What follows belongs to an exercise in optimizing a design on an open flow for a short achievable clock period; a production flow would make more cautious choices.
RTL that was checked went through simulation tests only; none was proved equivalent to the original.
For runs 1 to 6, only the layout was checked, not whether the RTL still works.
Power is estimated from default activity; no workload was simulated.

===== design/flow/design.v =====
module alu (
    input  wire [7:0] g,
    input  wire [7:0] p,
    output wire [7:0] result
);
    wire [7:0] g1, p1, g2, p2, g3;
    assign g1 = g | (p & {g[6:0], 1'b0});
    assign p1 = p & {p[6:0], 1'b1};
    assign g2 = g1 | (p1 & {g1[5:0], 2'b0});
    assign p2 = p1 & {p1[5:0], 2'b11};
    assign g3 = g2 | (p2 & {g2[3:0], 4'b0});
    assign result = p ^ {g3[6:0], 1'b0};
endmodule
module register (
    input  wire       clk,
    input  wire [7:0] dsel,       
    input  wire [2:0] dlow,       
    input  wire       dvalid,     
    input  wire [7:0] wdata,      
    input  wire       new_d,      
    input  wire [3:0] rd,         
    output reg  [7:0] op1,
    output wire [7:0] op1_nx
);
    reg [7:0] r [0:7];
    integer i;
    always @(posedge clk)
        for (i = 0; i < 8; i = i + 1)
            if (dsel[i]) r[i] <= wdata;
    wire       byp  = dvalid && (dlow == rd[2:0]);
    wire [7:0] rnew = rd[3] ? 8'h00 : (byp ? wdata : r[rd[2:0]]);
    wire [7:0] rold = dvalid ? wdata : 8'h00;
    assign op1_nx = new_d ? rnew : rold;
    always @(posedge clk)
        op1 <= op1_nx;
endmodule
module memory #(
    parameter LB = 4,
    parameter NP = 1 << (8 - LB),
    parameter NL = 1 << LB
) (
    input  wire          clk,
    input  wire [NP-1:0] wsel,       
    input  wire [NL-1:0] lo_oh,      
    input  wire [7:0]    wdata,      
    input  wire [LB-1:0] lo_new,     
    input  wire [NP-1:0] s_new,      
    input  wire          s_old,      
    input  wire          s_wb,       
    input  wire          we,         
    output reg  [7:0]    data_out,   
    output reg  [7:0]    hold        
);
    reg [7:0] mem [0:255];
    reg [7:0] pn [0:NP-1];
    reg [7:0] ma_old;
    reg [7:0] wb;
    integer i, j;
    always @(posedge clk)
        for (i = 0; i < 256; i = i + 1)
            if (wsel[i / NL] && lo_oh[i % NL]) mem[i] <= wdata;
    always @(posedge clk)
        for (j = 0; j < NP; j = j + 1)
            pn[j] <= mem[(j << LB) | lo_new];
    reg [7:0] m_at_a;
    always @(*) begin
        m_at_a = (ma_old & {8{s_old}}) | (wb & {8{s_wb}});
        for (j = 0; j < NP; j = j + 1)
            m_at_a = m_at_a | (pn[j] & {8{s_new[j]}});
    end
    always @(*) begin
        data_out = (ma_old & {8{s_old & !we}}) | (wb & {8{s_wb & !we}}) | (hold & {8{we}});
        for (j = 0; j < NP; j = j + 1)
            data_out = data_out | (pn[j] & {8{s_new[j] & !we}});
    end
    always @(posedge clk) begin
        ma_old <= m_at_a;
        wb <= wdata;
        hold <= data_out;
    end
endmodule
module cpu (
    input wire clk,               
    input wire reset,             
    input wire [15:0] instr,      
    output reg [7:0] result       
);
    localparam LB = 3;
    localparam NP = 1 << (8 - LB);
    localparam NL = 1 << LB;
    wire [2:0] op  = instr[14:12];
    wire [3:0] rd  = instr[11:8];
    wire [7:0] imm = instr[7:0];
    wire is_li  = (op == 3'b000);
    wire is_st  = (op == 3'b001);
    wire is_ld  = (op == 3'b010);
    wire is_add = (op == 3'b011);
    wire we_nx  = is_li | is_st | is_add;
    reg          write_enable;    
    reg [7:0]    addr;            
    reg [NP-1:0] wsel;            
    reg [NP-1:0] a_hi_oh;         
    reg [NL-1:0] a_lo_oh;         
    reg [NP-1:0] s_new;           
    reg          s_old, s_wb;
    reg [7:0]    dsel;            
    reg [3:0]    dest_reg;        
    reg [3:0]    dest_q;          
    reg [7:0]    reg_write_data;  
    reg [7:0]    operand2;        
    reg [7:0]    add_g, add_p;    
    wire [7:0]   op1_nx;          
    wire [7:0]   operand1;        
    wire [7:0]   data_out;        
    wire [7:0]   alu_result;      
    wire [7:0]   hold;            
    wire new_a = !reset && (is_st || is_ld);
    wire new_d = !reset && !op[2];
    wire          a_hit  = write_enable && (addr == imm);
    wire          sel_wb = new_a ? a_hit : write_enable;
    wire [NP-1:0] hi_new = {{(NP-1){1'b0}}, 1'b1} << imm[7:LB];
    memory #(.LB(LB)) mem_inst (
        .clk(clk), .wsel(wsel), .lo_oh(a_lo_oh),
        .wdata(reg_write_data), .lo_new(imm[LB-1:0]),
        .s_new(s_new), .s_old(s_old), .s_wb(s_wb),
        .we(write_enable),
        .data_out(data_out), .hold(hold)
    );
    register reg_file (
        .clk(clk), .dsel(dsel), .dlow(dest_q[2:0]), .dvalid(!dest_q[3]), .wdata(reg_write_data),
        .new_d(new_d), .rd(rd), .op1(operand1), .op1_nx(op1_nx)
    );
    alu alu_inst (.g(add_g), .p(add_p), .result(alu_result));
    wire [7:0] b_nx = (!reset && is_add) ? imm : operand2;
    always @(posedge clk or posedge reset) begin
        if (reset) begin
            result <= 8'b0;
            write_enable <= 1'b0;
            wsel <= {NP{1'b0}};
        end else begin
            write_enable <= we_nx;
            wsel <= we_nx ? (new_a ? hi_new : a_hi_oh) : {NP{1'b0}};
            if (is_ld)  result <= data_out;
            if (is_add) result <= alu_result;
        end
    end
    always @(posedge clk) begin
        s_new <= (new_a && !sel_wb) ? hi_new : {NP{1'b0}};
        s_old <= !new_a && !sel_wb;
        s_wb  <= sel_wb;
        add_g <= op1_nx & b_nx;
        add_p <= op1_nx ^ b_nx;
        dest_q <= new_d ? rd : dest_reg;
    end
    always @(posedge clk) begin
        if (!reset) begin
            case (op)
                3'b000: reg_write_data <= imm;
                3'b001: reg_write_data <= operand1;
                3'b010: reg_write_data <= data_out;
                3'b011: begin
                    reg_write_data <= alu_result;
                    operand2 <= imm;
                end
                default: ;
            endcase
            if (new_d) begin
                dsel <= rd[3] ? 8'b0 : (8'b1 << rd[2:0]);
                dest_reg <= rd;
            end
            if (new_a) begin
                addr <= imm;
                a_hi_oh <= hi_new;
                a_lo_oh <= {{(NL-1){1'b0}}, 1'b1} << imm[LB-1:0];
            end
        end
    end
endmodule

===== design/flow/run.sh =====
#!/bin/bash
# synth_recipe.tcl (not shown) runs the flow's synth.tcl, then flattens the netlist and writes it again
# the make line also repeats each setting of config.mk as NAME=value (left out here)
make -C /OpenROAD-flow-scripts/flow DESIGN_CONFIG=/design/flow/config.mk WORK_HOME=/design/flow/orfs CLKGATE_MAP_FILE= SYNTH_SCRIPT=/design/flow/synth_recipe.tcl finish

===== design/flow/config.mk =====
export PLATFORM = sky130hd
export DESIGN_NAME = cpu
export DESIGN_NICKNAME = cpu
export VERILOG_FILES = /design/flow/design.v
export SDC_FILE = /design/flow/constraint.sdc
export NUM_CORES = 8
export LEC_CHECK = 0
export CAP_MARGIN = 20
export CORE_MARGIN = 2
export CORE_UTILIZATION = 40
export SETUP_SLACK_MARGIN = 2.4
export SLEW_MARGIN = 20

===== design/flow/constraint.sdc =====
create_clock -name core_clock -period 4.0 [get_ports {clk}]
set_input_delay 0.8000 -clock core_clock [delete_from_list [all_inputs] [get_ports {clk}]]
set_output_delay 0.8000 -clock core_clock [all_outputs]
set_load 0.01 [all_outputs]

==> results of run 1 <==
## routing by layer
| metal | GRT usage [%] | wire [µm] |
|---|---|---|
| met5 | 0 | 43 |
| met4 | 9.76 | 12200 |
| met3 | 5.29 | 27200 |
| met2 | 33.6 | 118000 |
| met1 | 30.6 | 104000 |
## synthesized netlist by cell type (2+ instances only)
master / count / area share [%]
edfxtp_1: 2188 / 73
a22oi_1: 1122 / 9.4
dfxtp_1: 341 / 7.6
and2_1: 290 / 2.0
nand4_1: 279 / 1.9
clkbuf_1: 158 / 0.66
buf_2: 126 / 0.70
nand2_1: 87 / 0.36
nor2_1: 74 / 0.31
dfrtp_1: 41 / 1.1
o31ai_1: 32 / 0.27
o21ai_0: 29 / 0.16
mux2_2: 26 / 0.33
a21oi_1: 23 / 0.13
buf_1: 22 / 0.092
nand3_1: 18 / 0.10
xnor2_1: 16 / 0.16
a221oi_1: 13 / 0.13
a31oi_1: 13 / 0.090
inv_1: 13 / 0.054
buf_6: 11 / 0.14
nor2b_1: 11 / 0.076
mux2i_1: 9 / 0.10
a22o_1: 8 / 0.078
ha_1: 8 / 0.11
mux4_2: 8 / 0.20
nand2b_1: 7 / 0.049
nor3_1: 6 / 0.033
nor4_1: 6 / 0.042
a211oi_1: 5 / 0.042
buf_4: 5 / 0.042
a22oi_2: 4 / 0.056
o22ai_1: 4 / 0.028
a221oi_2: 3 / 0.050
and3_1: 3 / 0.021
nor2_2: 3 / 0.021
a21o_1: 2 / 0.017
nor4_2: 2 / 0.028
o211ai_1: 2 / 0.017
o21a_1: 2 / 0.017
o21ai_1: 2 / 0.011
or2_2: 2 / 0.014
or3_1: 2 / 0.014
xor2_1: 2 / 0.019
## path summary, 6_finish.rpt
check | startpoint | to | slack [ns] | cells past startpoint
max reg2reg | s_new[28] | result[7] | 1.47 | 8
min reg2reg | mem_inst.mem[210][3] | mem_inst.pn[26][3] | 0.44 | 2
max | s_new[28] | result[7] | 1.47 | 8
min in group asynchronous | reset | wsel[4] | 0.26 | 2
max in group asynchronous | reset | result[6] | 3.06 | 3
min | instr[2] | addr[2] | 0.25 | 2
## logic make-up (layout without fill, tap and decap cells)
logic type                 after synthesis  count (layout)
muxes                                   44              44
adders and majority gates                8               8
buffers and inverters                  339             802
xor gates and xnor gates                18              18
DFF                                   2570            2570
other                                    0               6
and+or+nand+nor                        800             802
AOI/OAI and AO/OA                     1273            1273
## power by group through the flow
stage / sequential [W] / clock [W] / combinational [W]
global placement: 0.0319 / 0 / 0.00280
floorplan: 0.0317 / 0 / 0.00140
CTS: 0.0314 / 0.0248 / 0.00318
finish: 0.0314 / 0.0246 / 0.00332
global route: 0.0315 / 0.0259 / 0.00350
detailed placement: 0.0320 / 0 / 0.00285
## per-stage QoR
step / setup TNS, ns / cell area, µm² / utilization [%] / power (W)
after floorplan: -393.50 / 90100 / - / 0.0331
after global placement: 0 / 94500 / 42.2 / 0.0347
after detailed placement: 0 / 94500 / 42.2 / 0.0348
after CTS: 0 / 106000 / 47.2 / 0.0594
after global routing: 0 / 107000 / 47.6 / 0.0609
final: 0 / 107000 / 47.7 / 0.0593
## timing repair
| action | CTS | global route |
|---|---|---|
| buffers inserted | 92 | 13 |
| cloned | 24 | 11 |
| resized for setup | 480 | 205 |
| setup endpoints to repair | 2873 | 828 |
| pin swaps | 89 | 50 |
## layout make-up
class | count | area, µm² | share of cell area [%]
Tap cell | 2992 | 3740 | 3.50
Multi-Input combinational cell | 2145 | 16300 | 15.2
Timing Repair inverter | 1 | 8.76 | 0.00820
Clock inverter | 88 | 846 | 0.791
Antenna cell | 6 | 15.0 | 0.0141
Sequential cell | 2570 | 73600 | 68.9
Clock buffer | 383 | 7800 | 7.30
Timing Repair Buffer | 314 | 4460 | 4.17
Inverter | 16 | 86.3 | 0.0808
==> results_dict.tcl, run 1 <==
set metrics [dict create \
    worstPathRequired_ns 4.77 \
    cts_hold_buffers 0 \
    critical_path_class "flip-flop to flip-flop" \
    start_kind "flip-flop" \
    ys_seq_area_share_pct 81.7 \
    fin_skew_ns 0.0674 \
    ys_ff_latch 2570 \
    start_util_pct 40.2 \
    top_register "mem_inst.mem" \
    synth-edff-count 2188 \
    hp-class "primary input to flip-flop" \
    dp.final_hpwl_um 145000 \
    clkTransAtPathRegs_ns 0.06 \
    insertion_delay_ns 0.95 \
    cts.sinks 2570 \
    p_leak_nw 34.9 \
    p_switching_w 0.0132 \
    syn_area_per_cell_um2 17.8 \
    dieHeight_um 478 \
    min_period_ns 2.53 \
    cp_num_buf_inv 2 \
    antenna_left 0 \
    largest_reg_flops 2048 \
    drt_iter0_drc 6854 \
    syn_area_um2 90100 \
    vias_per_cell 5.95 \
    dieArea_um2 229000 \
    layout_commonest_cell "edfxtp_1" \
    htree_levels 5 \
    wl_per_cell_um 30.8 \
    wl_um 262000 \
    cp_common_cell "buf_6" \
    clock_path_buffers 4 \
    dp_slack_ns 0.656 \
    slowest_delay_ns 0.44 \
    dp_cells 7898 \
    grt_pass1_wl_um 366000 \
    final_cell_mix "2,188 x edfxtp_1, 1,042 x a22oi_1, 311 x dfxtp_1" \
    setup_ws_ns 1.47 \
    outcome "no timing/DRC/antenna violations" \
    grt_pass1_vias 48700 \
    num_rows 174 \
    fin_crit_sh_pct 63.2 \
    setup_violations 0 \
    final_cell_count_no_fill 8515 \
    peakVddDrop_mv 0.354 \
    core_um2 224000 \
    rsz0062_at_grt "yes" \
    synth_top_family_by_area "compound AO/OA/AOI/OAI gates" \
    critical_path.slowest_cell "a22oi_2" \
    dr.pass1.iters 8 \
    ys_async_sr_fraction_pct 1.60 \
    syn_to_final_growth_pct 18.7 \
    seq_power_share_pct 53.0 \
    holdWs_ns 0.253 \
    synthSimpleGateAreaFrac_pct 5.14 \
    synth_xor_area_share_pct 0.175 \
    synth_fa_ha_area_share_pct 0.111 \
    nets 5348 \
    routabilityCongestion 0.923 \
    p_sw_share_pct 22.2 \
    internal_power_w 0.0462 \
    drc_errors 0 \
    fmax_ghz 0.395 \
    yosys_warnings 6 \
    vias 50600 \
    synthCells 5052 \
    cp_max_fo 4 \
    crit_chain "a22oi_2, nand4_1, nor4_4, nand4_2, buf_6, buf_6, a222oi_1, o21ai_1" \
    clkPwrFrac_pct 41.5 \
    cts_root_buf "clkbuf_16" \
    die_x_um 478 \
    relSlewSlack_pct 26.7 \
    portBuffers 24 \
    cpLargestDelayFamily "simple AND/OR/NAND/NOR gates" \
    ios 26 \
    max_cap_violations 0 \
    antenna_found_initial 22 \
    overflow 0 \
    drive_gt1_share_pct 21.4 \
    synth_nets 5078 \
    reg.largest.list "mem_inst.mem (2048), mem_inst.pn (256), reg_file.r (64)" \
    cellPowerDensity_nw_per_um2 555 \
    endpoint_kind "flip-flop" \
    synth-compound-area-share_pct 10.6 \
    crit_arrival_ns 3.30 \
    ys_types 68 \
    grt_usage_pct 22.2 \
    grt_max_degree 194 \
    drv_slew 0 \
    finalHoldViolations 0 \
    worstMarginPinSlew_ns 1.10 \
    numCtsBuffers 274 \
    cts_tree "built" \
    synth_ff_type "edfxtp_1" \
    muxShareOfSynthArea_pct 0.638 \
    fillCellCount 18600 \
    p_comb_share_pct 5.6 \
]
==> run 2: changes to the inputs <==
--- a/design/flow/config.mk
+++ b/design/flow/config.mk
@@ -9,4 +9,4 @@
 export CORE_MARGIN = 2
 export CORE_UTILIZATION = 40
-export SETUP_SLACK_MARGIN = 2.4
+export SETUP_SLACK_MARGIN = 1.8
 export SLEW_MARGIN = 20
==> run 2 against run 1 <==
Against the previous run:
- still clean on timing, DRC and antenna
- combinational power down 11%
- clock power about the same
- synthesized cell count unchanged
- synthesized area unchanged
- clock-buffer cell count unchanged
- maximum frequency down 3.6%
- non-clock buffer count down 81
- register-to-register slack worse by 0.09 ns
- sequential power about the same
- cell count down 0.94%
- largest cell class unchanged
==> results_dict.tcl, run 2 <==
set metrics [dict create \
    multi_input_area_um2 15400 \
    fin_skew_ns 0.0636 \
    start_util_pct 40.2 \
    fin_crit_sh_pct 65.6 \
    muxShareOfSynthArea_pct 0.638 \
    core_um2 224000 \
    nets 5264 \
    overflow 0 \
    cts_root_buf "clkbuf_16" \
    synth_common_cells "2,188 x edfxtp_1, 1,122 x a22oi_1, 341 x dfxtp_1" \
    final_util_pct 46.5 \
    synth-edff-count 2188 \
    fillCellCount 18900 \
    slowest_delay_ns 0.44 \
    cts.sinks 2570 \
    clkTransAtPathRegs_ns 0.06 \
    critical_path.slowest_cell "a22oi_2" \
    synth_top_family_by_area "compound AO/OA/AOI/OAI gates" \
    vias_per_cell 5.82 \
    syn_area_per_cell_um2 17.8 \
    synth_nets 5078 \
    crit_chain "a22oi_2, nand4_1, nor4_4, nand4_2, buf_6, buf_6, a222oi_1, o21ai_1" \
    seq_area_um2 73600 \
    ios 26 \
    dp.final_hpwl_um 145000 \
    final_cell_mix "2,188 x edfxtp_1, 1,084 x a22oi_1, 313 x dfxtp_1" \
    synthSimpleGateAreaFrac_pct 5.14 \
    synth_ff_type "edfxtp_1" \
    synth_area_leaders "edfxtp_1 73%, a22oi_1 9.4%, dfxtp_1 7.6%" \
    crit_arrival_ns 3.39 \
    clock_path_buffers 4 \
    hp-class "primary input to flip-flop" \
    portBuffers 24 \
    grt_pass1_vias 47900 \
    drive_gt1_share_pct 14.0 \
    yosys_warnings 6 \
    peakVddDrop_mv 0.351 \
    ys_ff_latch 2570 \
    insertion_delay_ns 0.95 \
    numCtsBuffers 274 \
    endpoint_kind "flip-flop" \
    fmax_ghz 0.381 \
    p_leak_nw 33.7 \
    synth-compound-area-share_pct 10.6 \
    ys_types 68 \
    drv_slew 0 \
    grt_pass1_wl_um 353000 \
    setup_violations 0 \
    die_x_um 478 \
    start_kind "flip-flop" \
    drc_errors 0 \
    finalHoldViolations 0 \
    final_cell_count_no_fill 8435 \
    num_rows 174 \
    ys_seq_area_share_pct 81.7 \
    outcome "no timing/DRC/antenna violations" \
    layout_commonest_cell "edfxtp_1" \
    reg.largest.list "mem_inst.mem (2048), mem_inst.pn (256), reg_file.r (64)" \
    dieHeight_um 478 \
    top_register "mem_inst.mem" \
    cts_tree "built" \
    yosysMostFrequentCell "edfxtp_1" \
    dr.pass1.iters 6 \
    grt_usage_pct 21.2 \
    cpLargestDelayFamily "simple AND/OR/NAND/NOR gates" \
    htree_levels 5 \
    cp_num_buf_inv 2 \
    syn_area_um2 90100 \
    drt_iter0_drc 6266 \
    yosysTopAreaCell "edfxtp_1" \
    vias 49100 \
    cellPowerDensity_nw_per_um2 565 \
    synth_fa_ha_area_share_pct 0.111 \
    cp_common_cell "buf_6" \
    rsz0062_at_grt "yes" \
    antenna_found_initial 16 \
    relSlewSlack_pct 22.8 \
    worstPathRequired_ns 4.77 \
    grt_max_degree 194 \
    critical_path_class "flip-flop to flip-flop" \
    wl_um 249000 \
    synth_xor_area_share_pct 0.175 \
    max_cap_violations 0 \
    largest_reg_flops 2048 \
    yosysTopAreaCellShare_pct 73.0 \
    holdWs_ns 0.425 \
    min_period_ns 2.62 \
    dieArea_um2 229000 \
    synthCells 5052 \
    syn_to_final_growth_pct 15.9 \
    power_w 0.0590 \
    wl_per_cell_um 29.5 \
    design_area_um2 104000 \
    antenna_left 0 \
    dp_cells 7898 \
    worstMarginPinSlew_ns 1.16 \
    place_area_um2 94500 \
    cp_max_fo 5 \
    routabilityCongestion 0.923 \
    ys_async_sr_fraction_pct 1.60 \
]
[run 2: cell counts after synthesis]
No cell type changed its count.
[run 2: logic make-up (layout without fill, tap and decap cells)]
kind of cell / after synthesis / in the layout
AND/OR/NAND/NOR: 800 / 800
XOR/XNOR: 18 / 18
flip-flops: 2570 / 2570
buffers and inverters: 339 / 720
other: 0 / 10
multiplexers: 44 / 44
adder cells (fa/ha/maj): 8 / 8
AO/OA/AOI/OAI: 1273 / 1273
[run 2: what timing repair did]
item | 4_1_cts | 5_1_grt
gates resized for setup | 149 | 42
hold buffers | 0 | 0
cloned | 1 | 1
hold endpoints to repair | 0 | 0
endpoints found under the setup margin | 264 | 173
pin swaps | 42 | 25
setup buffers | 43 | 11
[run 2: through the flow]
stage / worst slack, ns / TNS (ns)
floorplan: -0.187 / -393.50
global placement: 0.640 / 0
detailed placement: 0.656 / 0
CTS: 1.66 / 0
global route: 1.45 / 0
finish: 1.38 / 0
[run 2: layout make-up]
type	count	area share (%)
Clock buffer	383	7.47
Clock inverter	88	0.810
Inverter	16	0.0887
Antenna cell	10	0.0240
Timing Repair Buffer	233	2.68
Sequential cell	2570	70.5
Multi-Input combinational cell	2143	14.8
Tap cell	2992	3.59
[run 2: power by group]
part / internal (W) / leakage (nW) / total, W / switching (W)
Clock: 0.0145 / 4.24 / 0.0246 / 0.0100
Sequential: 0.0306 / 23.6 / 0.0314 / 0.000820
Combinational: 0.000829 / 5.85 / 0.00296 / 0.00213
Total: 0.0460 / 33.7 / 0.0590 / 0.0130
[run 2: worst paths after layout]
kind | startpoint | end | slack [ns] | depth (start not counted)
max reg2reg | s_new[28] | result[7] | 1.38 | 8
max | s_new[28] | result[7] | 1.38 | 8
max in group asynchronous | reset | wsel[22] | 2.58 | 3
min in group asynchronous | reset | wsel[4] | 0.75 | 2
min | instr[2] | addr[2] | 0.43 | 2
min reg2reg | mem_inst.mem[210][3] | mem_inst.pn[26][3] | 0.44 | 2
[run 2: routing by layer]
layer  routed length, µm  global-route usage, %  vias up
met5                  15                      0        -
met4               11200                   9.22        2
met3               25200                   5.00      510
met2              113000                   32.3     2512
met1               99100                   29.2    25200
li1                    -                      -    21000
==> run 3: changes to the inputs <==
--- a/design/flow/design.v
+++ b/design/flow/design.v
@@ -69,9 +69,6 @@
             m_at_a = m_at_a | (pn[j] & {8{s_new[j]}});
     end
-    always @(*) begin
-        data_out = (ma_old & {8{s_old & !we}}) | (wb & {8{s_wb & !we}}) | (hold & {8{we}});
-        for (j = 0; j < NP; j = j + 1)
-            data_out = data_out | (pn[j] & {8{s_new[j] & !we}});
-    end
+    always @(*)
+        data_out = we ? hold : m_at_a;
     always @(posedge clk) begin
         ma_old <= m_at_a;
@@ -107,5 +104,7 @@
     reg [3:0]    dest_reg;        
     reg [3:0]    dest_q;          
-    reg [7:0]    reg_write_data;  
+    reg [7:0]    w_reg;           
+    reg          w_h;             
+    wire [7:0]   reg_write_data;  
     reg [7:0]    operand2;        
     reg [7:0]    add_g, add_p;    
@@ -132,4 +131,5 @@
     );
     alu alu_inst (.g(add_g), .p(add_p), .result(alu_result));
+    assign reg_write_data = w_h ? hold : w_reg;
     wire [7:0] b_nx = (!reset && is_add) ? imm : operand2;
     always @(posedge clk or posedge reset) begin
@@ -152,16 +152,18 @@
         add_p <= op1_nx ^ b_nx;
         dest_q <= new_d ? rd : dest_reg;
+        w_h <= !reset && is_ld;
     end
     always @(posedge clk) begin
-        if (!reset) begin
+        if (reset)
+            w_reg <= reg_write_data;
+        else begin
             case (op)
-                3'b000: reg_write_data <= imm;
-                3'b001: reg_write_data <= operand1;
-                3'b010: reg_write_data <= data_out;
+                3'b000: w_reg <= imm;
+                3'b001: w_reg <= operand1;
                 3'b011: begin
-                    reg_write_data <= alu_result;
+                    w_reg <= alu_result;
                     operand2 <= imm;
                 end
-                default: ;
+                default: w_reg <= reg_write_data;
             endcase
             if (new_d) begin
--- a/design/flow/config.mk
+++ b/design/flow/config.mk
@@ -8,5 +8,5 @@
 export CAP_MARGIN = 20
 export CORE_MARGIN = 2
-export CORE_UTILIZATION = 40
-export SETUP_SLACK_MARGIN = 1.8
+export CORE_UTILIZATION = 65
+export SETUP_SLACK_MARGIN = 2.4
 export SLEW_MARGIN = 20
==> run 3 against run 2 <==
Against the previous run:
- worst hold slack lost 0.37 ns
- register-to-register slack improved by 0.23 ns
- combinational power increased to 5.4 times the previous value
- via count grew 30%
- sequential share of layout area is 9.7 points lower
- sequential cell count increased by 1
- clock skew shrank 0.0056 ns
- sequential power up 8.9%
- critical path depth is 1 lower
- critical endpoint is now result[3]
==> results_dict.tcl, run 3 <==
set metrics [dict create \
    synth_area_leaders "edfxtp_1 73%, a22oi_1 9.3%, dfxtp_1 7.8%" \
    portBuffers 24 \
    synth-edff-count 2180 \
    cp_max_fo 4 \
    grt_max_degree 78 \
    reg2reg_depth 7 \
    ys_types 67 \
    htree_levels 4 \
    yosysMostFrequentCell "edfxtp_1" \
    syn_area_um2 90300 \
    cts.sinks 2571 \
    grt_pass1_vias 57300 \
    cts_root_buf "clkbuf_16" \
    cellPowerDensity_nw_per_um2 606 \
    endpoint_kind "flip-flop" \
    start_util_pct 65.6 \
    cp_common_cell "nand4_1" \
    reg2reg_setup_slack_ns 1.61 \
    antenna_found_initial 46 \
    vias 63800 \
    relSlewSlack_pct 23.9 \
    yosysTopAreaCell "edfxtp_1" \
    multi_input_area_um2 17700 \
    dp.final_hpwl_um 148000 \
    synthCells 5120 \
    synth_ff_type "edfxtp_1" \
    reg.largest.list "mem_inst.mem (2048), mem_inst.pn (256), reg_file.r (64)" \
    wl_um 375000 \
    worstPathRequired_ns 4.77 \
    reg2reg_from "s_new[6]" \
    nets 6093 \
    largest_reg_flops 2048 \
    max_cap_violations 0 \
    drt_iter0_drc 12200 \
    seq_area_um2 73600 \
    rsz0062_at_grt "yes" \
    vias_per_cell 7.85 \
    num_rows 136 \
    dp_slack_ns 0.559 \
    synth_nets 5146 \
    dieArea_um2 142000 \
    fin_crit_sh_pct 59.7 \
    dr.pass1.iters 14 \
    outcome "no timing/DRC/antenna violations" \
    top_register "mem_inst.mem" \
    tns_ns 0 \
    overflow 0 \
    drv_slew 0 \
    die_x_um 377 \
    yosys_warnings 6 \
    start_kind "flip-flop" \
    drive_gt1_share_pct 31.1 \
    layout_commonest_cell "edfxtp_1" \
    clkTransAtPathRegs_ns 0.07 \
    ys_seq_area_share_pct 81.4 \
    insertion_delay_ns 0.93 \
    critical_path_class "flip-flop to flip-flop" \
    peakVddDrop_mv 0.520 \
    slowest_delay_ns 0.43 \
    numCtsBuffers 237 \
    crit_arrival_ns 3.16 \
    drc_errors 0 \
    crit_chain "buf_12, buf_6, a22oi_2, nand4_1, nor2_4, nand4_1, a22o_1" \
    fmax_ghz 0.419 \
    grt_usage_pct 48.7 \
    core_um2 138000 \
    setup_violations 0 \
    routabilityCongestion 0.969 \
    reg2reg_to "result[3]" \
    fin_skew_ns 0.0580 \
    p_leak_nw 41.8 \
    grt_pass1_wl_um 467000 \
    syn_area_per_cell_um2 17.6 \
    clock_path_buffers 3 \
    finalHoldViolations 0 \
    final_cell_mix "2,180 x edfxtp_1, 984 x a22oi_1, 365 x buf_16" \
    wl_per_cell_um 46.1 \
    cts_hold_buffers 0 \
    synth_common_cells "2,180 x edfxtp_1, 1,118 x a22oi_1, 350 x dfxtp_1" \
    critical_path.slowest_cell "a22oi_2" \
    min_period_ns 2.39 \
    ios 26 \
    ys_async_sr_fraction_pct 1.59 \
    final_util_pct 87.9 \
    syn_to_final_growth_pct 34.0 \
    dieHeight_um 377 \
    cts_tree "built" \
    worstMarginPinSlew_ns 1.14 \
    ys_ff_latch 2571 \
    fillCellCount 5068 \
    yosysTopAreaCellShare_pct 72.5 \
    setup_ws_ns 1.61 \
    antenna_left 0 \
    hp-class "primary input to asynchronous set/reset pin" \
]
run 3: changes by cell type after synthesis, moves of 8 or more:
cell      change
inv_1        +20
mux2_2        -9
o32ai_1       +8
buf_6        -10
buf_2        +28
buf_4         +9
a21oi_1       +8
o21ai_0       -9
buf_1        -11
edfxtp_1      -8
clkbuf_1     -11
dfxtp_1       +9
mux2i_1      +14
run 3: routing by layer:
layer / up-vias / wire, µm / GRT usage, %
li1: 23000 / - / -
met1: 31100 / 112000 / 60.6
met2: 7499 / 156000 / 69.0
met3: 2201 / 65300 / 20.2
met4: 34 / 40400 / 34.8
met5: - / 1340 / 1.34
run 3: final cells by class:
cell class,instances,share of cell area (%)
well taps,1794,1.86
multi-input cells,2206,14.7
repair inverters,4,0.0259
flip-flops and latches,2571,60.8
clock inverters,100,0.730
inverters,35,0.155
repair buffers,1012,16.0
diodes,64,0.132
clock buffers,345,5.65
run 3: timing repair:
| item | in CTS | in global routing |
|---|---|---|
| gates cloned | 333 | 58 |
| endpoints found under the setup margin | 4049 | 2864 |
| gates resized for setup | 1080 | 458 |
| pin swaps | 101 | 112 |
| setup buffers | 325 | 116 |
run 3: logic make-up (layout without fill, tap and decap cells):
| group | after synthesis | in the layout | synth area share, % |
|---|---|---|---|
| simple gates | 817 | 819 | 5.19 |
| compound gates | 1302 | 1302 | 10.8 |
| mux | 45 | 63 | 0.592 |
| other cells | 0 | 64 | 0 |
| xor+xnor | 14 | 14 | 0.136 |
| fa+ha+maj | 8 | 8 | 0.111 |
| flops | 2571 | 2571 | 81.4 |
| buf+inv | 363 | 1496 | 1.79 |
run 3: power breakdown:
part | internal, W | switching, W | leakage (nW) | total [W]
clock network | 0.0128 | 0.0104 | 3.80 | 0.0232
logic | 0.00790 | 0.00807 | 14.3 | 0.0160
registers | 0.0327 | 0.00143 | 23.7 | 0.0342
run 3: through the flow:
stage | instance area (µm²) | hold slack [ns] | power, W | instances
2_1_floorplan | 90400 | 0.431 | 0.0365 | 5120
3_3_place_gp | 93600 | 0.451 | 0.0389 | 6790
3_5_place_dp | 93600 | 0.458 | 0.0391 | 6790
4_1_cts | 117000 | 0.329 | 0.0699 | 7893
5_1_grt | 121000 | 0.0702 | 0.0738 | 8081
6_report | 121000 | 0.0513 | 0.0733 | 8131
run 3: worst max path at each step:
stage	cells after the start	end	startpoint
global placement	5	wsel[19]	instr[5]
detailed placement	5	wsel[19]	instr[6]
global route	1	result[2]	result[2]
floorplan	3	mem_inst.mem[0][7]	w_h
CTS	1	result[2]	result[2]
finish	7	result[3]	s_new[6]
run 3: worst max-delay path, delay by kind of cell (launching register included):
family | cells | cell delay [ns]
AOI/OAI and AO/OA | 2 | 0.79
DFF | 1 | 0.35
buffers and inverters | 2 | 0.28
and+or+nand+nor | 3 | 0.84
==> run 4: changes to the inputs <==
--- a/design/flow/config.mk
+++ b/design/flow/config.mk
@@ -8,5 +8,5 @@
 export CAP_MARGIN = 20
 export CORE_MARGIN = 2
-export CORE_UTILIZATION = 65
+export CORE_UTILIZATION = 40
 export SETUP_SLACK_MARGIN = 2.4
 export SLEW_MARGIN = 20
==> run 4 against run 3 <==
Against the previous run:
- register-to-register slack worse by 0.03 ns
- die area up 62%
- maximum frequency down 1.2%
- worst hold slack better by 0.029 ns
- sequential share of layout area down 0.13 points
- cell area up 0.20%
- sequential cell count unchanged
- first-iteration DRC count down 16%
- synthesized cell count unchanged
- sequential power about the same
- utilization down 34 points
- largest power group unchanged
==> results_dict.tcl, run 4 <==
set metrics [dict create \
    syn_area_per_cell_um2 17.6 \
    grt_pass1_vias 55000 \
    nets 6051 \
    power_w 0.0726 \
    reg2reg_depth 6 \
    dp_slack_ns 0.490 \
    synth-edff-count 2180 \
    grt_usage_pct 28.2 \
    syn_to_final_growth_pct 34.3 \
    place_area_um2 94800 \
    reg.largest.list "mem_inst.mem (2048), mem_inst.pn (256), reg_file.r (64)" \
    htree_levels 4 \
    antenna_left 0 \
    ys_types 67 \
    cts_root_buf "clkbuf_16" \
    drv_slew 0 \
    design_area_um2 121000 \
    cp_max_fo 8 \
    crit_arrival_ns 3.16 \
    cts_hold_buffers 0 \
    p_comb_share_pct 21.1 \
    reg2reg_to "result[7]" \
    drc_errors 0 \
    outcome "no timing/DRC/antenna violations" \
    yosysMostFrequentCell "edfxtp_1" \
    critical_path_class "flip-flop to flip-flop" \
    overflow 0 \
    insertion_delay_ns 0.92 \
    top_register "mem_inst.mem" \
    ys_async_sr_fraction_pct 1.59 \
    yosys_warnings 6 \
    final_cell_mix "2,180 x edfxtp_1, 1,045 x a22oi_1, 321 x buf_16" \
    vias_per_cell 6.39 \
    tns_ns 0 \
    drt_iter0_drc 10200 \
    grt_pass1_wl_um 452000 \
    cellPowerDensity_nw_per_um2 599 \
    cts_tree "built" \
    synth_nets 5146 \
    worstMarginPinSlew_ns 0.926 \
    clkPwrFrac_pct 31.9 \
    core_um2 225000 \
    setup_ws_ns 1.58 \
    synth_ff_type "edfxtp_1" \
    drive_gt1_share_pct 30.0 \
    fin_skew_ns 0.0675 \
    vias 59300 \
    crit_chain "a22oi_1, nand3_1, nor4_2, buf_4, a311o_1, o211ai_1" \
    start_util_pct 40.2 \
    wl_per_cell_um 37.3 \
    ys_ff_latch 2571 \
    slowest_delay_ns 0.79 \
    fmax_ghz 0.414 \
    largest_reg_flops 2048 \
    reg2reg_from "s_new[9]" \
    fin_crit_sh_pct 60.5 \
    p_leak_nw 41.4 \
    dr.pass1.iters 9 \
    p_switching_w 0.0193 \
    relSlewSlack_pct 38.3 \
    start_kind "flip-flop" \
    ys_seq_area_share_pct 81.4 \
    wl_um 346000 \
    yosysTopAreaCell "edfxtp_1" \
    synth_common_cells "2,180 x edfxtp_1, 1,118 x a22oi_1, 350 x dfxtp_1" \
    worstPathRequired_ns 4.74 \
    dieHeight_um 479 \
    die_x_um 479 \
    final_util_pct 54.0 \
    synthCells 5120 \
    rsz0062_at_grt "yes" \
    finalHoldViolations 0 \
    layout_commonest_cell "edfxtp_1" \
    clkTransAtPathRegs_ns 0.07 \
    portBuffers 24 \
    grt_max_degree 78 \
    setup_violations 0 \
    antenna_found_initial 35 \
    dp.final_hpwl_um 148000 \
    syn_area_um2 90300 \
    num_rows 174 \
    min_period_ns 2.42 \
    cts.sinks 2571 \
    seq_power_share_pct 47.0 \
    ios 26 \
    routabilityCongestion 0.930 \
    numCtsBuffers 239 \
    peakVddDrop_mv 0.459 \
    reg2reg_setup_slack_ns 1.58 \
    hp-class "primary input to asynchronous set/reset pin" \
    clock_path_buffers 3 \
    internal_power_w 0.0533 \
    endpoint_kind "flip-flop" \
    p_sw_share_pct 26.6 \
    critical_path.slowest_cell "a22oi_1" \
    synth_area_leaders "edfxtp_1 73%, a22oi_1 9.3%, dfxtp_1 7.8%" \
    max_cap_violations 0 \
    yosysTopAreaCellShare_pct 72.5 \
    dieArea_um2 230000 \
]
==> run 4: what timing repair did <==
item | CTS | global route
endpoints found under the hold margin | 0 | 0
pin swaps | 61 | 71
resized for setup | 1109 | 333
cloned | 327 | 67
setup buffers | 316 | 89
setup endpoints to repair | 4229 | 2856
==> run 4: per-layer routing <==
metal	track usage, %	vias to the layer above	part of all wire (%)
li1	-	23000	-
met1	36.2	29900	34
met2	41.4	5217	43
met3	10.3	1204	16
met4	15.8	20	7.0
met5	0	-	0.098
==> run 4: worst max-delay path: cells and delay by family, from the launching register on <==
| family | cells | cell delay, ns |
|---|---|---|
| buffers and inverters | 1 | 0.23 |
| AO/OA/AOI/OAI | 3 | 1.16 |
| flip-flops | 1 | 0.43 |
| AND/OR/NAND/NOR | 2 | 0.47 |
==> run 4: cell type report <==
cell class	count	area, µm²
clock inverters	125	1340
repair inverters	2	18.8
flip-flops and latches	2571	73600
repair buffers	944	17800
inverters	35	198
diodes	41	103
clock buffers	334	6650
well taps	2992	3740
fillers	16700	103000
multi-input cells	2232	17800
==> run 4: how the worst max path moves through the flow <==
stage | start | to | slack (ns) | depth (start not counted)
floorplan | w_h | mem_inst.mem[0][7] | 0.66 | 3
detailed placement | instr[1] | mem_inst.pn[7][1] | 0.49 | 6
global route | s_new[15] | result[7] | 1.70 | 6
finish | s_new[9] | result[7] | 1.58 | 6
CTS | result[5] | result[5] | 1.75 | 1
global placement | instr[1] | mem_inst.pn[25][5] | 0.52 | 6
==> run 4: per-stage QoR <==
| stage | cells | hold WS, ns |
|---|---|---|
| after floorplan | 5120 | 0.431 |
| after global placement | 7977 | 0.454 |
| after detailed placement | 7977 | 0.448 |
| after CTS | 9079 | 0.175 |
| after global routing | 9242 | 0.117 |
| final | 9276 | 0.0806 |
==> run 4: power by group through the flow <==
stage                     registers (W)  clock network (W)  logic, W
final                            0.0341             0.0232    0.0153
after global routing             0.0342             0.0242    0.0154
after CTS                        0.0340             0.0230    0.0135
after detailed placement         0.0344                  0   0.00470
after global placement           0.0343                  0   0.00457
after floorplan                  0.0340                  0   0.00244
==> run 4: logic make-up (layout without fill, tap and decap cells) <==
group           Yosys count  in the layout  share of synthesized area (%)
flops                  2571           2571                           81.4
compound gates         1302           1303                           10.8
simple gates            817            822                           5.19
buf+inv                 363           1440                           1.79
mux                      45             85                          0.592
xor+xnor                 14             14                          0.136
fa+ha+maj                 8              8                          0.111
other cells               0             41                              0
==> run 5: changes to the inputs <==
--- a/design/flow/config.mk
+++ b/design/flow/config.mk
@@ -9,4 +9,4 @@
 export CORE_MARGIN = 2
 export CORE_UTILIZATION = 40
-export SETUP_SLACK_MARGIN = 2.4
+export SETUP_SLACK_MARGIN = 1.8
 export SLEW_MARGIN = 20
==> run 5 against run 4 <==
Against the previous run:
- still clean
- total power fell by 15%
- clock skew fell by 0.015 ns
- clock power fell by 2%
- worst hold slack improved by 0.22 ns
- clock-buffer cell count did not move
- critical path type unchanged
- critical endpoint is now result[3]
- largest cell class unchanged
- largest power group unchanged
==> results_dict.tcl, run 5 <==
set metrics [dict create \
    ys_types 67 \
    cellPowerDensity_nw_per_um2 594 \
    crit_chain "a22oi_1, nand4_1, nor2_2, nand4_1, a22o_1" \
    endpoint_kind "flip-flop" \
    grt_pass1_wl_um 361000 \
    insertion_delay_ns 0.90 \
    synth_nets 5146 \
    drv_slew 0 \
    numCtsBuffers 239 \
    max_cap_violations 0 \
    worstHoldStart "instr[2]" \
    ys_seq_area_share_pct 81.4 \
    antenna_found_initial 13 \
    num_rows 174 \
    cts.sinks 2571 \
    yosysMostFrequentCell "edfxtp_1" \
    cp_common_cell "nand4_1" \
    synth-edff-count 2180 \
    overflow 0 \
    routabilityCongestion 0.930 \
    reg2reg_from "s_new[15]" \
    slowest_delay_ns 0.59 \
    worstPathRequired_ns 4.77 \
    final_cell_mix "2,180 x edfxtp_1, 1,086 x a22oi_1, 337 x dfxtp_1" \
    die_x_um 479 \
    fin_skew_ns 0.0525 \
    p_leak_nw 33.5 \
    dr.pass1.iters 7 \
    dieHeight_um 479 \
    vias_per_cell 5.88 \
    cts_root_buf "clkbuf_16" \
    layout_commonest_cell "edfxtp_1" \
    syn_to_final_growth_pct 14.9 \
    cp_max_fo 8 \
    wl_met1_um 104000 \
    nets 5299 \
    setup_violations 0 \
    reg2reg_depth 5 \
    yosysTopAreaCell "edfxtp_1" \
    ios 26 \
    syn_area_um2 90300 \
    htree_levels 4 \
    wl_per_cell_um 30.1 \
    critical_path.slowest_cell "a22oi_1" \
    final_util_pct 46.2 \
    clkTransAtPathRegs_ns 0.06 \
    whs_path_depth 1 \
    dr_wl_met2_um 118000 \
    synth_common_cells "2,180 x edfxtp_1, 1,118 x a22oi_1, 350 x dfxtp_1" \
    ys_async_sr_fraction_pct 1.59 \
    cts_tree "built" \
    peakVddDrop_mv 0.383 \
    worstMarginPinSlew_ns 1.09 \
    top_register "mem_inst.mem" \
    grt_usage_pct 21.8 \
    crit_arrival_ns 3.13 \
    outcome "no timing/DRC/antenna violations" \
    wl_met3_um 24100 \
    yosys_warnings 6 \
    cp_num_cells 5 \
    synthCells 5120 \
    dp.final_hpwl_um 148000 \
    start_kind "flip-flop" \
    cpLargestDelayFamily "compound AO/OA/AOI/OAI gates" \
    grt_pass1_vias 48000 \
    critPathLaunch "s_new[15]" \
    critical_path_class "flip-flop to flip-flop" \
    reg.largest.list "mem_inst.mem (2048), mem_inst.pn (256), reg_file.r (64)" \
    finalHoldViolations 0 \
    rsz0062_at_grt "yes" \
    tns_ns 0 \
    cp_num_buf_inv 0 \
    syn_area_per_cell_um2 17.6 \
    relSlewSlack_pct 27.1 \
    synth_area_leaders "edfxtp_1 73%, a22oi_1 9.3%, dfxtp_1 7.8%" \
    antenna_left 0 \
    ys_ff_latch 2571 \
    drive_gt1_share_pct 12.8 \
    start_util_pct 40.2 \
    drc_errors 0 \
    clock_path_buffers 3 \
    fmax_ghz 0.422 \
    vias 49900 \
    synth_ff_type "edfxtp_1" \
    portBuffers 24 \
    yosysTopAreaCellShare_pct 72.5 \
    grt_max_degree 155 \
    fin_crit_sh_pct 59.2 \
    largest_reg_flops 2048 \
    drt_iter0_drc 6512 \
    dieArea_um2 230000 \
    core_um2 225000 \
    highest_layer "met5" \
    wl_um 255000 \
    hp-class "primary input to flip-flop" \
    min_period_ns 2.37 \
]
## run 5: cell types whose count changed in the layout (fill, tap and decap cells not counted), moves of 31 or more
cell and delta:
buf_16 -320, and2_4 -34, buf_4 -39, a22oi_1 +41
a22oi_2 -41, buf_8 -57, buf_12 -131, and2_1 +237
diode_2 -34, buf_6 -106, mux2_4 -31, and2_2 -203
clkbuf_16 -47
## run 5: timing repair
action	4_1_cts	5_1_grt
hold buffers	0	0
cloned	6	0
pin swaps	6	10
endpoints found under the setup margin	1877	215
setup buffers	29	12
gates resized for setup	98	52
## run 5: cell families after synthesis
logic type | share of synthesized area [%]
flops | 81.4
compound gates | 10.8
simple gates | 5.19
buf+inv | 1.79
mux | 0.592
xor+xnor | 0.136
fa+ha+maj | 0.111
## run 5: final cells by class
class / instances / area (µm²)
fill: 18900 / 121000
sequential: 2571 / 73500
multi-input combinational: 2189 / 15700
clock buffer: 334 / 6650
tap: 2992 / 3740
timing repair buffer: 236 / 2570
clock inverter: 125 / 1340
inverter: 35 / 166
antenna: 7 / 17.5
timing repair inverter: 1 / 5.00
## run 5: through the flow
| stage | area (µm²) | hold WS, ns | setup slack [ns] | std cells | power, W |
|---|---|---|---|---|---|
| floorplan | 90400 | 0.431 | 0.656 | 5120 | 0.0365 |
| global placement | 94800 | 0.454 | 0.520 | 7977 | 0.0389 |
| detailed placement | 94800 | 0.448 | 0.490 | 7977 | 0.0391 |
| CTS | 103000 | 0.223 | 1.75 | 8471 | 0.0617 |
| global route | 104000 | 0.265 | 1.69 | 8483 | 0.0633 |
| finish | 104000 | 0.302 | 1.63 | 8490 | 0.0616 |
## run 5: worst reg2reg max path, stage by stage, from the launching register on
cell and delay (ns):
dfxtp_1 0.49, a22oi_1 0.59, nand4_1 0.30, nor2_2 0.22
nand4_1 0.32, a22o_1 0.33
## run 5: path summary, 6_finish.rpt
path | endpoint | slack, ns
max in group asynchronous | wsel[12] | 2.98
max | result[3] | 1.63
min reg2reg | mem_inst.pn[17][4] | 0.43
max reg2reg | result[3] | 1.63
min in group asynchronous | result[0] | 0.45
min | operand2[2] | 0.30
## run 5: power breakdown
part	total [W]	internal, W	switching, W
registers	0.0338	0.0328	0.00105
logic	0.00489	0.00112	0.00377
clock network	0.0228	0.0128	0.00999
## run 5: layer usage
layer | global-route usage (%) | vias up
li1 | - | 21200
met1 | 30.4 | 25800
met2 | 33.8 | 2506
met3 | 4.77 | 451
met4 | 7.65 | 8
met5 | 0 | -
==> run 6: changes to the inputs <==
--- a/design/flow/design.v
+++ b/design/flow/design.v
@@ -15,5 +15,4 @@
     input  wire       clk,
     input  wire [7:0] dsel,       
-    input  wire [2:0] dlow,       
     input  wire       dvalid,     
     input  wire [7:0] wdata,      
@@ -28,5 +27,5 @@
         for (i = 0; i < 8; i = i + 1)
             if (dsel[i]) r[i] <= wdata;
-    wire       byp  = dvalid && (dlow == rd[2:0]);
+    wire       byp  = dsel[rd[2:0]];
     wire [7:0] rnew = rd[3] ? 8'h00 : (byp ? wdata : r[rd[2:0]]);
     wire [7:0] rold = dvalid ? wdata : 8'h00;
@@ -69,6 +68,9 @@
             m_at_a = m_at_a | (pn[j] & {8{s_new[j]}});
     end
-    always @(*)
-        data_out = we ? hold : m_at_a;
+    always @(*) begin
+        data_out = (ma_old & {8{s_old & !we}}) | (wb & {8{s_wb & !we}}) | (hold & {8{we}});
+        for (j = 0; j < NP; j = j + 1)
+            data_out = data_out | (pn[j] & {8{s_new[j] & !we}});
+    end
     always @(posedge clk) begin
         ma_old <= m_at_a;
@@ -102,8 +104,8 @@
     reg          s_old, s_wb;
     reg [7:0]    dsel;            
-    reg [3:0]    dest_reg;        
-    reg [3:0]    dest_q;          
+    reg          dvalid;          
     reg [7:0]    w_reg;           
-    reg          w_h;             
+    reg          w_h, w_s;        
+    reg [7:0]    sumr;            
     wire [7:0]   reg_write_data;  
     reg [7:0]    operand2;        
@@ -127,9 +129,9 @@
     );
     register reg_file (
-        .clk(clk), .dsel(dsel), .dlow(dest_q[2:0]), .dvalid(!dest_q[3]), .wdata(reg_write_data),
+        .clk(clk), .dsel(dsel), .dvalid(dvalid), .wdata(reg_write_data),
         .new_d(new_d), .rd(rd), .op1(operand1), .op1_nx(op1_nx)
     );
     alu alu_inst (.g(add_g), .p(add_p), .result(alu_result));
-    assign reg_write_data = w_h ? hold : w_reg;
+    assign reg_write_data = w_h ? hold : (w_s ? sumr : w_reg);
     wire [7:0] b_nx = (!reset && is_add) ? imm : operand2;
     always @(posedge clk or posedge reset) begin
@@ -151,23 +153,15 @@
         add_g <= op1_nx & b_nx;
         add_p <= op1_nx ^ b_nx;
-        dest_q <= new_d ? rd : dest_reg;
-        w_h <= !reset && is_ld;
+        sumr  <= alu_result;
+        w_h   <= !reset && is_ld;
+        w_s   <= !reset && is_add;
+        w_reg <= (!reset && is_li) ? imm : ((!reset && is_st) ? operand1 : reg_write_data);
     end
     always @(posedge clk) begin
-        if (reset)
-            w_reg <= reg_write_data;
-        else begin
-            case (op)
-                3'b000: w_reg <= imm;
-                3'b001: w_reg <= operand1;
-                3'b011: begin
-                    w_reg <= alu_result;
-                    operand2 <= imm;
-                end
-                default: w_reg <= reg_write_data;
-            endcase
+        if (!reset) begin
+            if (is_add) operand2 <= imm;
             if (new_d) begin
                 dsel <= rd[3] ? 8'b0 : (8'b1 << rd[2:0]);
-                dest_reg <= rd;
+                dvalid <= !rd[3];
             end
             if (new_a) begin
--- a/design/flow/config.mk
+++ b/design/flow/config.mk
@@ -8,5 +8,5 @@
 export CAP_MARGIN = 20
 export CORE_MARGIN = 2
-export CORE_UTILIZATION = 40
-export SETUP_SLACK_MARGIN = 1.8
+export CORE_UTILIZATION = 65
+export SETUP_SLACK_MARGIN = 2.4
 export SLEW_MARGIN = 20
==> run 6 against run 5 <==
Against the previous run:
- combinational power grew to 3.3 times the previous value
- synthesized area shrank 0.25%
- cell area grew 13%
- wire length grew 34%
==> results_dict.tcl, run 6 <==
set metrics [dict create \
    outcome "no timing/DRC/antenna violations" \
    grt_pass1_vias 54500 \
    num_rows 136 \
    endpoint_kind "flip-flop" \
    ys_seq_area_share_pct 81.6 \
    synth_area_leaders "edfxtp_1 73%, a22oi_1 9.4%, dfxtp_1 7.9%" \
    portBuffers 24 \
    clkPwrFrac_pct 31.2 \
    muxShareOfSynthArea_pct 0.817 \
    cp_max_fo 3 \
    crit_chain "a22oi_2, nand4_1, nor4_2, nand4_1, buf_6, o221a_4" \
    relSlewSlack_pct 33.5 \
    largest_reg_flops 2048 \
    synth_xor_area_share_pct 0.126 \
    insertion_delay_ns 0.89 \
    multi_input_area_um2 17000 \
    p_sw_share_pct 26.6 \
    cpLargestDelayFamily "simple AND/OR/NAND/NOR gates" \
    numCtsBuffers 237 \
    drv_slew 0 \
    dieHeight_um 376 \
    hp-class "primary input to asynchronous set/reset pin" \
    grt_usage_pct 45.1 \
    syn_area_per_cell_um2 17.6 \
    setup_ws_ns 1.44 \
    fillCellCount 5680 \
    reg.largest.list "mem_inst.mem (2048), mem_inst.pn (256), reg_file.r (64)" \
    place_area_um2 93300 \
    rsz0062_at_grt "yes" \
    synth-compound-area-share_pct 10.6 \
    clkTransAtPathRegs_ns 0.06 \
    syn_area_um2 90100 \
    cellPowerDensity_nw_per_um2 623 \
    peakVddDrop_mv 0.516 \
    cts_tree "built" \
    seq_power_share_pct 46.9 \
    dp.final_hpwl_um 142000 \
    drt_iter0_drc 11400 \
    worstMarginPinSlew_ns 0.997 \
    core_um2 137000 \
    fin_crit_sh_pct 64.0 \
    synth_ff_type "edfxtp_1" \
    p_switching_w 0.0194 \
    max_cap_violations 0 \
    yosysMostFrequentCell "edfxtp_1" \
    synth_nets 5135 \
    seq_area_um2 73600 \
    clock_path_buffers 3 \
    overflow 0 \
    dp_slack_ns 0.453 \
    ys_async_sr_fraction_pct 1.59 \
    critical_path_class "flip-flop to flip-flop" \
    nets 5911 \
    ys_types 55 \
    die_x_um 376 \
    grt_max_degree 66 \
    final_cell_mix "2,177 x edfxtp_1, 1,052 x a22oi_1, 327 x dfxtp_1" \
    crit_arrival_ns 3.30 \
    layout_commonest_cell "edfxtp_1" \
    synth-edff-count 2177 \
    synth_top_family_by_area "compound AO/OA/AOI/OAI gates" \
    dieArea_um2 142000 \
    min_period_ns 2.56 \
    start_kind "flip-flop" \
    internal_power_w 0.0536 \
    fin_skew_ns 0.0447 \
    dr.pass1.iters 9 \
    yosysTopAreaCell "edfxtp_1" \
    htree_levels 4 \
    top_register "mem_inst.mem" \
    synth_fa_ha_area_share_pct 0.111 \
    ys_ff_latch 2573 \
    start_util_pct 65.5 \
    p_leak_nw 40.3 \
    setup_violations 0 \
    tns_ns 0 \
    finalHoldViolations 0 \
    final_util_pct 85.3 \
    syn_to_final_growth_pct 30.3 \
    synthSimpleGateAreaFrac_pct 5.21 \
    cp_common_cell "nand4_1" \
    wl_per_cell_um 43.0 \
    cts_root_buf "clkbuf_16" \
    synthCells 5109 \
    grt_pass1_wl_um 435000 \
    ios 26 \
    yosys_warnings 6 \
    p_comb_share_pct 21.9 \
    worstPathRequired_ns 4.74 \
    drive_gt1_share_pct 28.6 \
    vias 60000 \
    yosysTopAreaCellShare_pct 72.6 \
    antenna_found_initial 41 \
    design_area_um2 117000 \
    wl_um 342000 \
    cts.sinks 2573 \
    antenna_left 0 \
    slowest_delay_ns 0.63 \
    vias_per_cell 7.56 \
    cp_num_buf_inv 1 \
    routabilityCongestion 0.940 \
    synth_common_cells "2,177 x edfxtp_1, 1,128 x a22oi_1, 355 x dfxtp_1" \
    drc_errors 0 \
    critical_path.slowest_cell "a22oi_2" \
    fmax_ghz 0.390 \
]
run 6: changes by cell type in the layout (fill, tap and decap cells not counted), moves of 18 or more:
cell / change
clkbuf_16: +64
o31ai_1: -28
buf_8: +52
buf_12: +103
a22oi_1: -34
a22oi_2: +44
and2_1: -229
buf_16: +285
diode_2: +44
buf_6: +99
nor2_1: -23
and2_2: +217
nor2_4: +28
o31ai_2: +18
run 6: worst register-to-register path: stages, from the launching register on:
cell     delay, ns
dfxtp_1       0.40
a22oi_2       0.63
nand4_1       0.39
nor4_2        0.40
nand4_1       0.19
buf_6         0.22
o221a_4       0.22
run 6: through the flow:
step                      cells  power (W)  hold WS (ns)
after CTS                  7725     0.0698         0.155
after global placement     6769     0.0395         0.373
after global routing       7893     0.0739         0.193
after detailed placement   6769     0.0397         0.372
after floorplan            5109     0.0371         0.332
final                      7942     0.0731         0.188
run 6: cell type report:
| class | count | share of cell area (%) |
|---|---|---|
| repair buffers | 858 | 14.0 |
| clock buffers | 356 | 5.86 |
| diodes | 51 | 0.109 |
| repair inverters | 5 | 0.0331 |
| inverters | 25 | 0.127 |
| multi-input cells | 2185 | 14.5 |
| well taps | 1794 | 1.91 |
| flip-flops and latches | 2573 | 62.7 |
| clock inverters | 95 | 0.734 |
run 6: power groups by stage:
stage	Sequential (W)	Clock, W	Combinational (W)
6_report	0.0343	0.0228	0.0160
5_1_grt	0.0344	0.0236	0.0159
4_1_cts	0.0341	0.0223	0.0134
3_5_place_dp	0.0347	0	0.00498
3_3_place_gp	0.0346	0	0.00486
2_1_floorplan	0.0345	0	0.00255
run 6: timing repair:
item	4_1_cts	5_1_grt
pin swaps	59	62
gates resized for setup	1001	323
cloned	263	83
buffers inserted	242	83
hold buffers	0	0
endpoints found under the setup margin	4317	2787
endpoints found under the hold margin	0	0
run 6: worst paths after layout:
kind / start / endpoint / slack, ns / cells after the start
max in group asynchronous: reset / wsel[23] / 2.99 / 3
max: mem_inst.pn[7][2] / result[2] / 1.44 / 6
min reg2reg: add_p[0] / sumr[0] / 0.40 / 0
max reg2reg: mem_inst.pn[7][2] / result[2] / 1.44 / 6
min in group core_clock: instr[1] / operand2[1] / 0.28 / 1
min: reset / wsel[15] / 0.19 / 2
run 6: kinds of logic after synthesis:
| group | Yosys count |
|---|---|
| mux | 60 |
| simple gates | 829 |
| xor+xnor | 13 |
| compound gates | 1273 |
| buf+inv | 353 |
| fa+ha+maj | 8 |
| flops | 2573 |
run 6: layer usage:
layer | vias to the layer above | wire length (µm) | global-route usage, %
met1 | 29600 | 106000 | 59.2
met4 | 32 | 30400 | 29.8
li1 | 22600 | - | -
met3 | 1587 | 58600 | 16.2
met2 | 6285 | 146000 | 64.1
met5 | - | 533 | 0.652
==> run 7: changes to the inputs <==
--- a/design/flow/design.v
+++ b/design/flow/design.v
@@ -1,24 +1,16 @@
 module alu (
-    input  wire [7:0] g,
-    input  wire [7:0] p,
+    input  wire [7:0] operand1,
+    input  wire [7:0] operand2,
     output wire [7:0] result
 );
-    wire [7:0] g1, p1, g2, p2, g3;
-    assign g1 = g | (p & {g[6:0], 1'b0});
-    assign p1 = p & {p[6:0], 1'b1};
-    assign g2 = g1 | (p1 & {g1[5:0], 2'b0});
-    assign p2 = p1 & {p1[5:0], 2'b11};
-    assign g3 = g2 | (p2 & {g2[3:0], 4'b0});
-    assign result = p ^ {g3[6:0], 1'b0};
+    assign result = operand1 + operand2;
 endmodule
 module register (
     input  wire       clk,
     input  wire [7:0] dsel,       
-    input  wire       dvalid,     
     input  wire [7:0] wdata,      
     input  wire       new_d,      
     input  wire [3:0] rd,         
-    output reg  [7:0] op1,
-    output wire [7:0] op1_nx
+    output reg  [7:0] op1
 );
     reg [7:0] r [0:7];
@@ -29,8 +21,7 @@
     wire       byp  = dsel[rd[2:0]];
     wire [7:0] rnew = rd[3] ? 8'h00 : (byp ? wdata : r[rd[2:0]]);
-    wire [7:0] rold = dvalid ? wdata : 8'h00;
-    assign op1_nx = new_d ? rnew : rold;
+    wire [7:0] rold = (|dsel) ? wdata : 8'h00;
     always @(posedge clk)
-        op1 <= op1_nx;
+        op1 <= new_d ? rnew : rold;
 endmodule
 module memory #(
@@ -85,5 +76,5 @@
     output reg [7:0] result       
 );
-    localparam LB = 3;
+    localparam LB = 4;
     localparam NP = 1 << (8 - LB);
     localparam NL = 1 << LB;
@@ -104,12 +95,7 @@
     reg          s_old, s_wb;
     reg [7:0]    dsel;            
-    reg          dvalid;          
-    reg [7:0]    w_reg;           
-    reg          w_h, w_s;        
-    reg [7:0]    sumr;            
-    wire [7:0]   reg_write_data;  
+    reg [7:0]    reg_write_data;  
     reg [7:0]    operand2;        
-    reg [7:0]    add_g, add_p;    
-    wire [7:0]   op1_nx;          
+    reg [7:0]    operand2_q;      
     wire [7:0]   operand1;        
     wire [7:0]   data_out;        
@@ -129,10 +115,8 @@
     );
     register reg_file (
-        .clk(clk), .dsel(dsel), .dvalid(dvalid), .wdata(reg_write_data),
-        .new_d(new_d), .rd(rd), .op1(operand1), .op1_nx(op1_nx)
+        .clk(clk), .dsel(dsel), .wdata(reg_write_data),
+        .new_d(new_d), .rd(rd), .op1(operand1)
     );
-    alu alu_inst (.g(add_g), .p(add_p), .result(alu_result));
-    assign reg_write_data = w_h ? hold : (w_s ? sumr : w_reg);
-    wire [7:0] b_nx = (!reset && is_add) ? imm : operand2;
+    alu alu_inst (.operand1(operand1), .operand2(operand2_q), .result(alu_result));
     always @(posedge clk or posedge reset) begin
         if (reset) begin
@@ -151,18 +135,19 @@
         s_old <= !new_a && !sel_wb;
         s_wb  <= sel_wb;
-        add_g <= op1_nx & b_nx;
-        add_p <= op1_nx ^ b_nx;
-        sumr  <= alu_result;
-        w_h   <= !reset && is_ld;
-        w_s   <= !reset && is_add;
-        w_reg <= (!reset && is_li) ? imm : ((!reset && is_st) ? operand1 : reg_write_data);
+        operand2_q <= (!reset && is_add) ? imm : operand2;
     end
     always @(posedge clk) begin
         if (!reset) begin
-            if (is_add) operand2 <= imm;
-            if (new_d) begin
-                dsel <= rd[3] ? 8'b0 : (8'b1 << rd[2:0]);
-                dvalid <= !rd[3];
-            end
+            case (op)
+                3'b000: reg_write_data <= imm;
+                3'b001: reg_write_data <= operand1;
+                3'b010: reg_write_data <= data_out;
+                3'b011: begin
+                    reg_write_data <= alu_result;
+                    operand2 <= imm;
+                end
+                default: ;
+            endcase
+            if (new_d) dsel <= rd[3] ? 8'b0 : (8'b1 << rd[2:0]);
             if (new_a) begin
                 addr <= imm;
--- a/design/flow/config.mk
+++ b/design/flow/config.mk
@@ -8,5 +8,5 @@
 export CAP_MARGIN = 20
 export CORE_MARGIN = 2
-export CORE_UTILIZATION = 65
-export SETUP_SLACK_MARGIN = 2.4
+export CORE_UTILIZATION = 40
+export SETUP_SLACK_MARGIN = 1.8
 export SLEW_MARGIN = 20
==> run 7 against run 6 <==
Against the previous run:
- via count shrank 15%
- cell count is 3.3% higher
- first-iteration DRC count is 31% lower
- wire length fell by 17%
- clock power shrank 3%
- non-clock buffer count down 531
- die area up 56%
- combinational power fell by 79%
- sequential share of layout area up 6.5 points
- critical endpoint is now reg_write_data[6]
- largest cell class unchanged
==> results_dict.tcl, run 7 <==
set metrics [dict create \
    clkTransAtPathRegs_ns 0.07 \
    wl_um 284000 \
    setup_violations 0 \
    min_period_ns 2.33 \
    tns_ns 0 \
    ys_ff_latch 2387 \
    synth_area_leaders "edfxtp_1 75%, a22oi_1 6.3%, dfxtp_1 4.3%" \
    synthCells 4901 \
    synth_fa_ha_area_share_pct 0.124 \
    reg2reg_depth 5 \
    seq_power_share_pct 53.4 \
    ios 26 \
    vias 51200 \
    reg2reg_from "s_new[1]" \
    vias_per_cell 6.24 \
    p_sw_share_pct 23.1 \
    drc_errors 0 \
    finalHoldViolations 0 \
    antenna_found_initial 16 \
    p_switching_w 0.0127 \
    portBuffers 24 \
    fillCellCount 18100 \
    outcome "no timing/DRC/antenna violations" \
    p_comb_share_pct 6.1 \
    reg2reg_to "reg_write_data[6]" \
    synthSimpleGateAreaFrac_pct 5.31 \
    nets 5160 \
    cellPowerDensity_nw_per_um2 545 \
    drt_iter0_drc 7847 \
    final_util_pct 46.5 \
    place_area_um2 91800 \
    cts_root_buf "clkbuf_16" \
    layout_commonest_cell "edfxtp_1" \
    numCtsBuffers 229 \
    wl_per_cell_um 34.6 \
    synth_nets 4927 \
    relSlewSlack_pct 31.6 \
    syn_area_um2 87000 \
    grt_pass1_vias 48300 \
    synth-edff-count 2176 \
    hold_end "mem_inst.pn[0][6]" \
    cp_max_fo 8 \
    crit_arrival_ns 2.95 \
    largest_reg_flops 2048 \
    syn_to_final_growth_pct 15.8 \
    ys_seq_area_share_pct 80.1 \
    yosys_warnings 6 \
    cts_tree "built" \
    drive_gt1_share_pct 15.4 \
    highest_layer "met5" \
    design_area_um2 101000 \
    yosysTopAreaCellShare_pct 75.1 \
    wl_met3_um 34100 \
    dp_slack_ns 0.540 \
    yosysMostFrequentCell "edfxtp_1" \
    ys_async_sr_fraction_pct 1.05 \
    dr_wl_met2_um 128000 \
    clkPwrFrac_pct 40.5 \
    syn_area_per_cell_um2 17.7 \
    start_kind "flip-flop" \
    synth_top_family_by_area "compound AO/OA/AOI/OAI gates" \
    max_cap_violations 0 \
    top_register "mem_inst.mem" \
    setup_ws_ns 1.67 \
    fmax_ghz 0.429 \
    synth_ff_type "edfxtp_1" \
    fin_crit_sh_pct 58.3 \
    synth_common_cells "2,176 x edfxtp_1, 726 x a22oi_1, 280 x and2_1" \
    fin_skew_ns 0.0394 \
    overflow 0 \
    multi_input_area_um2 16100 \
    worstMarginPinSlew_ns 1.03 \
    endpoint_kind "flip-flop" \
    num_rows 171 \
    start_util_pct 40.1 \
    wl_met1_um 109000 \
    worstHoldStart "instr[1]" \
    dieArea_um2 221000 \
    muxShareOfSynthArea_pct 1.02 \
    critical_path_class "flip-flop to flip-flop" \
    routabilityCongestion 0.942 \
    grt_pass1_wl_um 389000 \
    die_x_um 470 \
    grt_max_degree 204 \
    hp-class "primary input to flip-flop" \
    p_leak_nw 32.6 \
    worstPathRequired_ns 4.62 \
    reg.largest.list "mem_inst.mem (2048), mem_inst.pn (128), reg_file.r (64)" \
    antenna_left 0 \
    clock_path_buffers 3 \
    core_um2 217000 \
    rsz0062_at_grt "yes" \
    htree_levels 4 \
    ys_types 80 \
    dieHeight_um 470 \
    seq_area_um2 69700 \
    cts.sinks 2387 \
    synth_xor_area_share_pct 0.131 \
    whs_path_depth 3 \
    peakVddDrop_mv 0.377 \
    dp.final_hpwl_um 169000 \
    drv_slew 0 \
    grt_usage_pct 25.0 \
    reg2reg_setup_slack_ns 1.67 \
    internal_power_w 0.0423 \
    final_cell_mix "2,176 x edfxtp_1, 705 x a22oi_1, 272 x and2_1" \
    synth-compound-area-share_pct 11.3 \
    yosysTopAreaCell "edfxtp_1" \
    insertion_delay_ns 0.90 \
    dr.pass1.iters 6 \
]
==> run 7: cell count changes after synthesis, sizes merged, moves of 28 or more <==
cell	before	now
nand4	277	158
a221oi	11	86
buf	51	216
o2111a	0	28
a22oi	1128	726
dfxtp	355	186
a22o	7	145
a222oi	0	44
a21oi	26	71
clkbuf	277	116
==> run 7: timing repair <==
item,4_1_cts,5_1_grt
cloned,9,1
hold buffers,0,0
pin swaps,22,18
endpoints found under the setup margin,248,137
buffers inserted,54,14
gates resized for setup,103,49
==> run 7: critical path: stages, from the launching register on <==
cell     delay (ns)
dfxtp_4        0.42
a22oi_2        0.41
nand2_1        0.14
or4_4          0.49
and3_1         0.23
o32a_1         0.36
==> run 7: worst max-delay path by stage <==
stage                           start            endpoint  slack (ns)
floorplan           reg_write_data[0]  mem_inst.mem[0][0]       -0.19
global placement             instr[2]   mem_inst.pn[6][6]        0.58
detailed placement           instr[2]   mem_inst.pn[6][6]        0.54
CTS                 mem_inst.pn[1][4]   reg_write_data[4]        1.66
global route        mem_inst.pn[2][6]   reg_write_data[6]        1.66
finish                       s_new[1]   reg_write_data[6]        1.67
==> run 7: power by group through the flow <==
stage                     clock network (W)  logic (W)  registers [W]
after global routing                 0.0233    0.00345         0.0294
after floorplan                           0    0.00145         0.0297
final                                0.0222    0.00334         0.0294
after global placement                    0    0.00304         0.0298
after detailed placement                  0    0.00310         0.0299
after CTS                            0.0223    0.00323         0.0293
==> run 7: cell type report <==
type                    instances  share of cell area (%)
diodes                         11                  0.0273
clock buffers                 304                    6.26
clock inverters               132                    1.42
inverters                      18                  0.0807
multi-input cells            2171                    15.9
flip-flops and latches       2387                    69.2
well taps                    2854                    3.55
repair buffers                327                    3.49
==> run 7: kinds of logic (layout without fill, tap and decap cells) <==
logic type               count (synthesis)  count (layout)
multiplexers                            75              75
buffers and inverters                  350             781
XOR/XNOR                                13              13
flip-flops                            2387            2387
AND/OR/NAND/NOR                        803             810
other                                    0              11
adder cells (fa/ha/maj)                  8               8
AO/OA/AOI/OAI                         1265            1265
==> run 7: metrics by stage <==
stage / power [W] / instances / hold WS (ns)
2_1_floorplan: 0.0311 / 4901 / 0.439
3_3_place_gp: 0.0329 / 7675 / 0.455
3_5_place_dp: 0.0330 / 7679 / 0.461
4_1_cts: 0.0549 / 8178 / 0.391
5_1_grt: 0.0561 / 8194 / 0.358
6_report: 0.0549 / 8204 / 0.399
==> run 7: layer usage <==
metal	vias to the layer above	track usage, %
met5	-	0
met4	16	9.40
met3	577	6.07
met2	3346	38.3
met1	26600	34.5
li1	20700	-

[what the ideal ports hide]
How much do the figures lean on ideal ports? The routed layouts below were timed once more, with nothing changed but the port constraints. Step 1 assumes that a clkbuf_16 drives the clock port and a buf_2 every other input. Step 2 times the ports against the registers' clock, not the clock port: input delays grow and output delays shrink by t, the midpoint of the rising clock arrivals with the driver on. Three values: ideal ports, drivers, drivers and shift; two values: the first two.
run | shift t [ns] | slack for setup (ns)
run 1 | 0.990 | 1.470 / 1.470 / 1.398
run 2 | 0.992 | 1.377 / 1.377 / 0.840
run 3 | 0.983 | 1.611 / 1.611 / 0.930
run 4 | 0.976 | 1.582 / 1.582 / 1.347
run 5 | 0.967 | 1.632 / 1.632 / 0.921
run 6 | 0.946 | 1.438 / 1.438 / 0.786
run 7 | 0.960 | 1.670 / 1.670 / 0.776
After both steps setup and hold are still met in every run listed.
